From an optimization exercise on the open Yosys and OpenROAD flow, aimed at small area and a short achievable clock period; shortcuts taken in it are not production practice. For this run, only the layout was checked, not whether the RTL still works. Power is estimated from default activity; no workload was simulated.

[flow/design.v]
module float_adder(clk,rst_n,add_a,add_b,adder_out);
input wire [31:0] add_a,add_b;
output wire [31:0] adder_out;
input rst_n,clk;
wire a_lt_b = add_a[30:0] < add_b[30:0];
wire [31:0] bg   = a_lt_b ? add_b : add_a;
wire [31:0] sml = a_lt_b ? add_a : add_b;
wire [7:0]  d     = bg[30:23] - sml[30:23];
reg        s0, sub0, bz0, hb0;
reg [7:0]  e0;
reg [4:0]  d0;
reg [22:0] fa0, fb0;
always @(posedge clk) begin
	s0   <= bg[31];
	sub0 <= add_a[31] ^ add_b[31];
	bz0  <= ~|{add_a, add_b};
	e0   <= bg[30:23];
	d0   <= (d > 8'd27) ? 5'd31 : d[4:0];
	fa0  <= bg[22:0];
	hb0  <= (d <= 8'd46);
	fb0  <= (d <= 8'd46) ? sml[22:0] : 23'd0;
end
wire [26:0] ar = {2'b01, fa0, 2'b00};
wire [57:0] bw = {1'b0, hb0, fb0, 2'b00, 31'd0} >> d0;
wire        st = |bw[30:10];    
wire [26:0] br = bw[57:31];
wire [26:0] r  = sub0 ? (ar - br - {26'd0, st}) : (ar + br);
reg [26:0] r1;
reg        s1, bz1, nan1;
reg [7:0]  e1;
always @(posedge clk) begin
	r1   <= r;
	s1   <= s0;
	bz1  <= bz0;
	nan1 <= &e0;
	e1   <= e0;
end
reg [4:0] ss;
integer i;
always @(*) begin
	ss = 5'd24;
	for (i = 3; i <= 26; i = i + 1)
		if (r1[i]) ss = 26 - i;
end
wire [26:0] n    = r1 << ss;
wire [22:0] frac = n[25:3] + {22'd0, n[2]};
wire        zero = bz1 | ~|r1;
reg        s2;
reg [7:0]  e2;
reg [22:0] f2;
always @(posedge clk) begin
	if (nan1) begin
		s2 <= s1;
		e2 <= 8'hff;
		f2 <= 23'd1;
	end else if (zero) begin
		s2 <= 1'b0;
		e2 <= 8'd0;
		f2 <= 23'd0;
	end else begin
		s2 <= s1;
		e2 <= e1 + 8'd1 - {3'd0, ss};
		f2 <= frac;
	end
end
assign adder_out = {s2, e2, f2};
endmodule
module float_mult(clk,rst_n,mul_a,mul_b,out_a);
input wire [31:0] mul_a,mul_b;
output wire [31:0] out_a;
input rst_n,clk;
wire [8:0] esum = {1'b0, mul_a[30:23]} + {1'b0, mul_b[30:23]};
wire nan_in = (&mul_a[30:23]) | (&mul_b[30:23]);
reg [22:0] fa0, fb0;
reg        s0, ovf0, unf0;
reg [7:0]  e0;
always @(posedge clk) begin
	fa0  <= mul_a[22:0];
	fb0  <= mul_b[22:0];
	s0   <= mul_a[31] ^ mul_b[31];
	ovf0 <= nan_in | (esum >= 9'd381);
	unf0 <= ~nan_in & (esum <= 9'd127);
	e0   <= esum[7:0] - 8'd127;
end
wire [47:0] prod = {1'b1, fa0} * {1'b1, fb0} + 48'h400000;
reg [24:0] p1;
reg        s1, ovf1, unf1;
reg [7:0]  e1;
always @(posedge clk) begin
	p1   <= prod[47:23];
	s1   <= s0;
	ovf1 <= ovf0;
	unf1 <= unf0;
	e1   <= e0;
end
reg        s2;
reg [7:0]  e2;
reg [22:0] f2;
always @(posedge clk) begin
	s2 <= s1;
	if (ovf1) begin
		e2 <= 8'hff;
		f2 <= 23'd1;
	end else if (unf1) begin
		e2 <= 8'd0;
		f2 <= 23'd0;
	end else if (p1[24]) begin
		e2 <= e1 + 8'd1;
		f2 <= p1[23:1];
	end else begin
		e2 <= e1;
		f2 <= p1[22:0];
	end
end
assign out_a = {s2, e2, f2};
endmodule
module float_comp(rst_n,clk,float_a,float_b,gt,eq,lt);
input clk,rst_n;
input [31:0] float_a,float_b;
output wire gt,eq,lt;
reg gt_r, eq_r;
wire mag_gt = float_a[30:0] > float_b[30:0];
wire mag_lt = float_a[30:0] < float_b[30:0];
wire gt_d = (float_a[31] ^ float_b[31]) ? ~float_a[31] :
            (float_a[31] ? mag_lt : mag_gt);
always @(posedge clk) begin
	gt_r <= gt_d;
	eq_r <= (float_a == float_b);
end
assign gt = gt_r;
assign eq = eq_r;
assign lt = ~(gt_r | eq_r);
endmodule
module float2int(clk,rst_n,float_in,int_out);
input wire clk,rst_n;
input wire [31:0] float_in;
output reg [31:0] int_out;
wire [7:0]  e   = float_in[30:23];
wire [54:0] v   = {1'b1, float_in[22:0], 31'b0};
wire [7:0]  r   = 8'd181 - e;
wire        inr = (e >= 8'd127) && (e <= 8'd181);
wire [54:0] sh  = v >> r[5:0];
wire [31:0] mag = inr ? sh[31:0] : 32'd0;
always @(posedge clk)
	int_out <= float_in[31] ? (~mag + 32'd1) : mag;
endmodule
module int2float(clk,rst_n,int_in,float_out);
input wire clk,rst_n;
input wire [31:0] int_in;
output wire [31:0] float_out;
reg        f_s;
reg [7:0]  f_e;
reg [22:0] f_f;
assign float_out = {f_s, f_e, f_f};
wire        s   = int_in[31];
wire [31:0] x0  = s ? (~int_in + 32'd1) : int_in;
wire z4 = ~|x0[31:16];
wire [31:0] x1 = z4 ? {x0[15:0], 16'd0} : x0;
wire z3 = ~|x1[31:24];
wire [31:0] x2 = z3 ? {x1[23:0], 8'd0} : x1;
wire z2 = ~|x2[31:28];
wire [31:0] x3 = z2 ? {x2[27:0], 4'd0} : x2;
wire z1 = ~|x3[31:30];
wire [31:0] x4 = z1 ? {x3[29:0], 2'd0} : x3;
wire z0 = ~x4[31];
wire [31:0] x5 = z0 ? {x4[30:0], 1'b0} : x4;
wire [4:0] lz = {z4, z3, z2, z1, z0};
always @(posedge clk) begin
	f_s <= s;
	f_e <= 8'd158 - {3'd0, lz};
	f_f <= x5[30:8];
end
endmodule
module float_ops(
	input         clk,
	input         rst_n,
	input  [31:0] add_a,
	input  [31:0] add_b,
	output [31:0] add_out,
	input  [31:0] mul_a,
	input  [31:0] mul_b,
	output [31:0] mul_out,
	input  [31:0] cmp_a,
	input  [31:0] cmp_b,
	output        cmp_gt,
	output        cmp_eq,
	output        cmp_lt,
	input  [31:0] f2i_in,
	output [31:0] f2i_out,
	input  [31:0] i2f_in,
	output [31:0] i2f_out
);
	float_adder u_add(.clk(clk), .rst_n(rst_n), .add_a(add_a), .add_b(add_b), .adder_out(add_out));
	float_mult  u_mul(.clk(clk), .rst_n(rst_n), .mul_a(mul_a), .mul_b(mul_b), .out_a(mul_out));
	float_comp  u_cmp(.rst_n(rst_n), .clk(clk), .float_a(cmp_a), .float_b(cmp_b), .gt(cmp_gt), .eq(cmp_eq), .lt(cmp_lt));
	float2int   u_f2i(.clk(clk), .rst_n(rst_n), .float_in(f2i_in), .int_out(f2i_out));
	int2float   u_i2f(.clk(clk), .rst_n(rst_n), .int_in(i2f_in), .float_out(i2f_out));
endmodule
[flow/run.sh]
#!/bin/bash
# synth_recipe.tcl (not shown) runs the flow's synth.tcl, then flattens the netlist and writes it again
# the make line also repeats each setting of config.mk as NAME=value (left out here)
make -C /OpenROAD-flow-scripts/flow DESIGN_CONFIG=/design/flow/config.mk WORK_HOME=/design/flow/orfs CLKGATE_MAP_FILE= SYNTH_SCRIPT=/design/flow/synth_recipe.tcl finish
[flow/config.mk]
export PLATFORM = sky130hd
export DESIGN_NAME = float_ops
export DESIGN_NICKNAME = float_ops
export VERILOG_FILES = /design/flow/design.v
export SDC_FILE = /design/flow/constraint.sdc
export NUM_CORES = 4
export LEC_CHECK = 0
export CAP_MARGIN = 20
export CORE_MARGIN = 2
export CORE_UTILIZATION = 40
export SLEW_MARGIN = 20
[flow/constraint.sdc]
create_clock -name core_clock -period 10.0 [get_ports {clk}]
set_input_delay 2.0000 -clock core_clock [delete_from_list [all_inputs] [get_ports {clk}]]
set_output_delay 2.0000 -clock core_clock [all_outputs]
set_load 0.01 [all_outputs]
==> summary.md <==
| Metric | Value |
|---|---|
| Outcome | complete, no violations |
| Tightest slew margin relative to the limit | 24.6% |
| Bufs on Longest Clock Path | 3 |
| Area Growth Syn to Fin | 16.6% |
| Horiz. Die Dim | 322 um |
| Combinational share of power | between 70% and 80% |
| Final Hold Fails | 0 |
| EDFF count, synth | 0 |
| Nature of the critical path startpoint | flip-flop |
| Leading cell types by total area after synthesis | sky130_fd_sc_hd__fa_1 24%, sky130_fd_sc_hd__dfxtp_1 16%, sky130_fd_sc_hd__ha_1 11% |
| Starting Density | roughly two fifths |
| Area of all sequential standard cells | approximately 0.0065 mm2 |
| Die Area | between 0.1 and 0.15 mm2 |
| Timing-limited maximum frequency | 116 MHz |
| Sequential power share | 12.8% |
| Drt wl/cell | 18.8 um |
| Measured slew at the worst slew-check pin | between 1 and 1.5 ns |
| Endpoint of the lowest-slack register-to-register path | u_mul.p1[24]$_DFF_P_ |
| Total internal power | 8100 uW |
| Resize count post-CTS | 0 |
| IO Port Bufs | 387 |
| Most instantiated flip-flop cell in the synthesis netlist | sky130_fd_sc_hd__dfxtp_1 |
| Number of nets at the end of the flow | around 6000 |
| Maximum number of pins on one net before global-route repair | 88 |
| Area of the mapped netlist | 0.0404 mm2 |
| Buffer type at the clock tree root | sky130_fd_sc_hd__clkbuf_16 |
| Die height | 322 um |
| Switching power as a share of total power | 49.5% |
| Average cell area after synthesis | a little under 9 um2 |
| Final worst hold slack | 0.326 ns |
| DRC violations left | 0 |
| Number of top-level design ports | about 390 |
| Worst Setup Path Type | reg2reg |
| Data required time of the worst path | 10.54 ns |
| Cell family with most CP delay | adder cells |
| Part of the power in the clock network | roughly 10% |
| Total Routing Usage GR | 22.7% |
| First-pass GRT wire length | 186 mm |
| RD Place Congestion | between 0.9 and 1 |
| TritonCTS clock tree | built |
| DRC marker count from the first detailed-route iteration | between 2000 and 2500 |
| Clock latency reported for the late side of the worst-skew pair | 0.66 ns |
| Hold Path Origin | u_mul.e0[2]$_DFF_P_ |
| Proportion of synthesized chip area in sequential cells | 16.1% |
| Reg-to-reg setup timing slack | 1.35 ns |
| Number of buffers added for setup after CTS | 0 |
| Via count of the routed design | 33354 |
| Dominant cell type by area after synthesis | sky130_fd_sc_hd__fa_1 |
| Number of global-route vias before repair | 33425 |
| Post-synthesis cell count | 4644 |
| Std-Cell Rows | 116 |
| Area share of the largest cell type after synthesis | between 20 and 25% |
| Overflow left after global routing | 0 |
| Worst Reg-to-Reg Cells | 26 |
| Start of the worst register-to-register path | u_mul.fb0[9]$_DFF_P_ |
| Largest voltage drop on the vdd net | around 0.73 mV |
| Area of the placeable core | 0.100 mm2 |
| Detailed-router iteration count before antenna repair | 7 |
| Ratio of cells with drive above 1 in the final layout | under 10% |
| Non-filler cells in the finished layout | 6263 |
| Standby leakage power | 0.0218 uW |
| Post-synth ARST share | 0% |
| Sum of routed wire length over all layers | roughly 120 mm |
| Cell depth of the worst setup path | 26 |
| Unrepaired setup endpoints after global routing | false |
| Delay of the slowest cell on the worst path | 0.77 ns |
| Origin of the worst setup path | u_mul.fb0[9]$_DFF_P_ |
| Antenna violations before repair | 7 |
| Inst Count DP | 6185 |
| Clock-pin slew of the registers on the worst-case setup and hold paths | 0.06 ns |
| # Max-Cap Violations | 0 |
| Number of clock sinks | 324 |
| Setup violations, final | 0 |
| Detailed-placement wirelength estimate | 93.9 mm |
| Number of hold-repair buffers added at the cts stage | 0 |
| Capturing element type of the critical path | flip-flop |
| Synth unique cells | 101 |
| Routed vias/inst | 5.33 |
| Time the worst path needs with I/O delays and setup | 8.65 ns |
| Register bit count reported by yosys | between 300 and 400 |
| Most common cell type on the critical path | sky130_fd_sc_hd__fa_1 |
| Max Transition Viols Final | 0 |
| Yosys Warn Count | 5 |
| Sum of buffers and inverters on the critical path | 6 |
| Cell at the slowest stage of the critical path | sky130_fd_sc_hd__dfxtp_1 |
| H-tree level count | 2 |
| Critical path peak fanout | 13 |
| Worst Path Arrival | 9.19 ns |
| Sum of negative setup slack | 0 ns |
| FILL cells | 9766 |
| Number of nets in the synthesized netlist | 5737 |
| Hold Path Class | reg2reg |
| Remaining number of nets flagged by the antenna check after routing | 0 |
| Final worst-path cycle share | 86.5% |
| Area occupied by multi-input gates | 0.0303 mm2 |
| Clock Skew | about 0.052 ns |
| Number of buffers added by the clock tree synthesis step | between 40 and 50 |
| Power density relative to cell area | 340 mW/mm2 |
| Termination of the worst setup path | u_mul.p1[24]$_DFF_P_ |
| Net load switching power | 7930 uW |
## synth_stat cells, drive strengths merged, types with 19 or more instances
cell type and instances:
a21o 51, mux4 31, mux2i 183, nor3 59, a22oi 21, o211ai 24
buf 44, nand2 506, nor2b 23, fa 485, ha 350, o31ai 25
o21a 33, clkbuf 176, nand3 48, o21bai 24, and2 256, nor2 253
mux2 40, o22ai 19, inv 725, nand2b 44, xor2 62, or3 19
a31oi 24, dfxtp 324, o21ai 174, a21oi 171, nand4 36, a211oi 21
nor4 37, xnor2 118
## metal layers
metal	up-vias	wire [um]	GRT usage [%]
met5	-	43	0
met4	8	3270	6.52
met3	189	7400	3.76
met2	1012	56200	38.4
met1	16319	50800	29.8
li1	15826	-	-
## metrics by stage
| stage | total power (uW) | area, um2 | worst slack (ns) | util, % |
|---|---|---|---|---|
| floorplan | 10600 | 40400 | 2.97 | - |
| global placement | 14200 | 45600 | 1.45 | 45.5 |
| detailed placement | 14300 | 45600 | 1.42 | 45.5 |
| CTS | 16100 | 47100 | 1.31 | 47.0 |
| global route | 17800 | 47100 | 1.03 | 47.1 |
| finish | 16000 | 47100 | 1.35 | 47.1 |
## cell type report
type | count | area share, %
antenna | 2 | 0.0106
clock buffer | 50 | 2.40
clock inverter | 26 | 0.823
inverter | 729 | 5.81
multi-input combinational | 3371 | 64.3
sequential | 324 | 13.8
tap | 1298 | 3.45
timing repair buffer | 463 | 9.43
## cells in the final DEF, fill, tap and decap left out, drive strengths merged, types with 19 or more instances in the layout
cell / instances
nand3: 48
nor2: 253
o21bai: 24
nor3: 59
o31ai: 25
nand2: 506
o21ai: 174
mux2i: 183
nor2b: 23
a21o: 51
mux2: 40
ha: 350
xnor2: 118
mux4: 31
xor2: 62
a31oi: 24
a22oi: 21
a21oi: 171
clkbuf: 50
o211ai: 24
o21a: 33
inv: 729
buf: 76
dfxtp: 324
a211oi: 21
nand4: 36
and2: 256
nor4: 37
clkdlybuf4s50: 387
nand2b: 44
or3: 19
fa: 485
o22ai: 19
## power by group through the flow
stage,Clock [uW],Sequential [uW],Combinational (uW)
3_3_place_gp,0,2070,12100
6_report,1660,2050,12300
3_5_place_dp,0,2080,12300
2_1_floorplan,0,2040,8590
5_1_grt,1760,2080,13900
4_1_cts,1720,2050,12400
## worst min path at each step
stage	endpoint	depth (start not counted)
global route	u_mul.ovf1$_DFF_P_	0
finish	u_mul.e1[2]$_DFF_P_	0
detailed placement	u_mul.e1[2]$_DFF_P_	0
floorplan	u_add.bz1$_DFF_P_	0
global placement	u_mul.e1[3]$_DFF_P_	0
CTS	u_mul.e1[2]$_DFF_P_	0
## sequential cells by signal, summed over array words and instances, names as in the netlist, 5 cells and up
name,count
u_add.d0,5
u_add.e0,8
u_add.e1,8
u_add.e2,8
u_add.f2,23
u_add.fa0,23
u_add.fb0,23
u_add.r1,27
u_f2i.int_out,32
u_i2f.f_e,8
u_i2f.f_f,23
u_mul.e0,8
u_mul.e1,8
u_mul.e2,8
u_mul.f2,23
u_mul.fa0,23
u_mul.fb0,23
u_mul.p1,25
## cells by family after synthesis
logic type               count (synthesis)  share of synthesized area [%]
AND/OR/NAND/NOR                       1366                           16.5
AO/OA/AOI/OAI                          736                           12.3
buffers and inverters                  949                           9.03
adder cells (fa/ha/maj)                835                           34.9
multiplexers                           254                           7.37
flip-flops                             324                           16.1
XOR/XNOR                               180                           3.90

-- static timing again, ports no longer ideal --
Ports are ideal in the flow. The routed layout listed here was re-timed in OpenROAD.
Step 1 assumes that a clkbuf_16 drives the clock port and a buf_2 every other input.
Step 2 adds t to the input delays and takes it off the output delays; t is the mean of the earliest and latest rising clock arrival at the registers after step 1. Input paths then give back, and output paths get back, about the clock's delay inside the block.
a / b / c = ideal ports / drivers / drivers and shift; a / b = the first two.
t, ns: 0.691
slack for setup (ns): 1.346 / 1.346 / 1.346
worst register clock-pin slew, ns: 0.07 / 0.07
After both steps this run still meets setup and hold. The setup slack of this run moves by 0.000 ns with the drivers and by 0.000 ns with both steps.
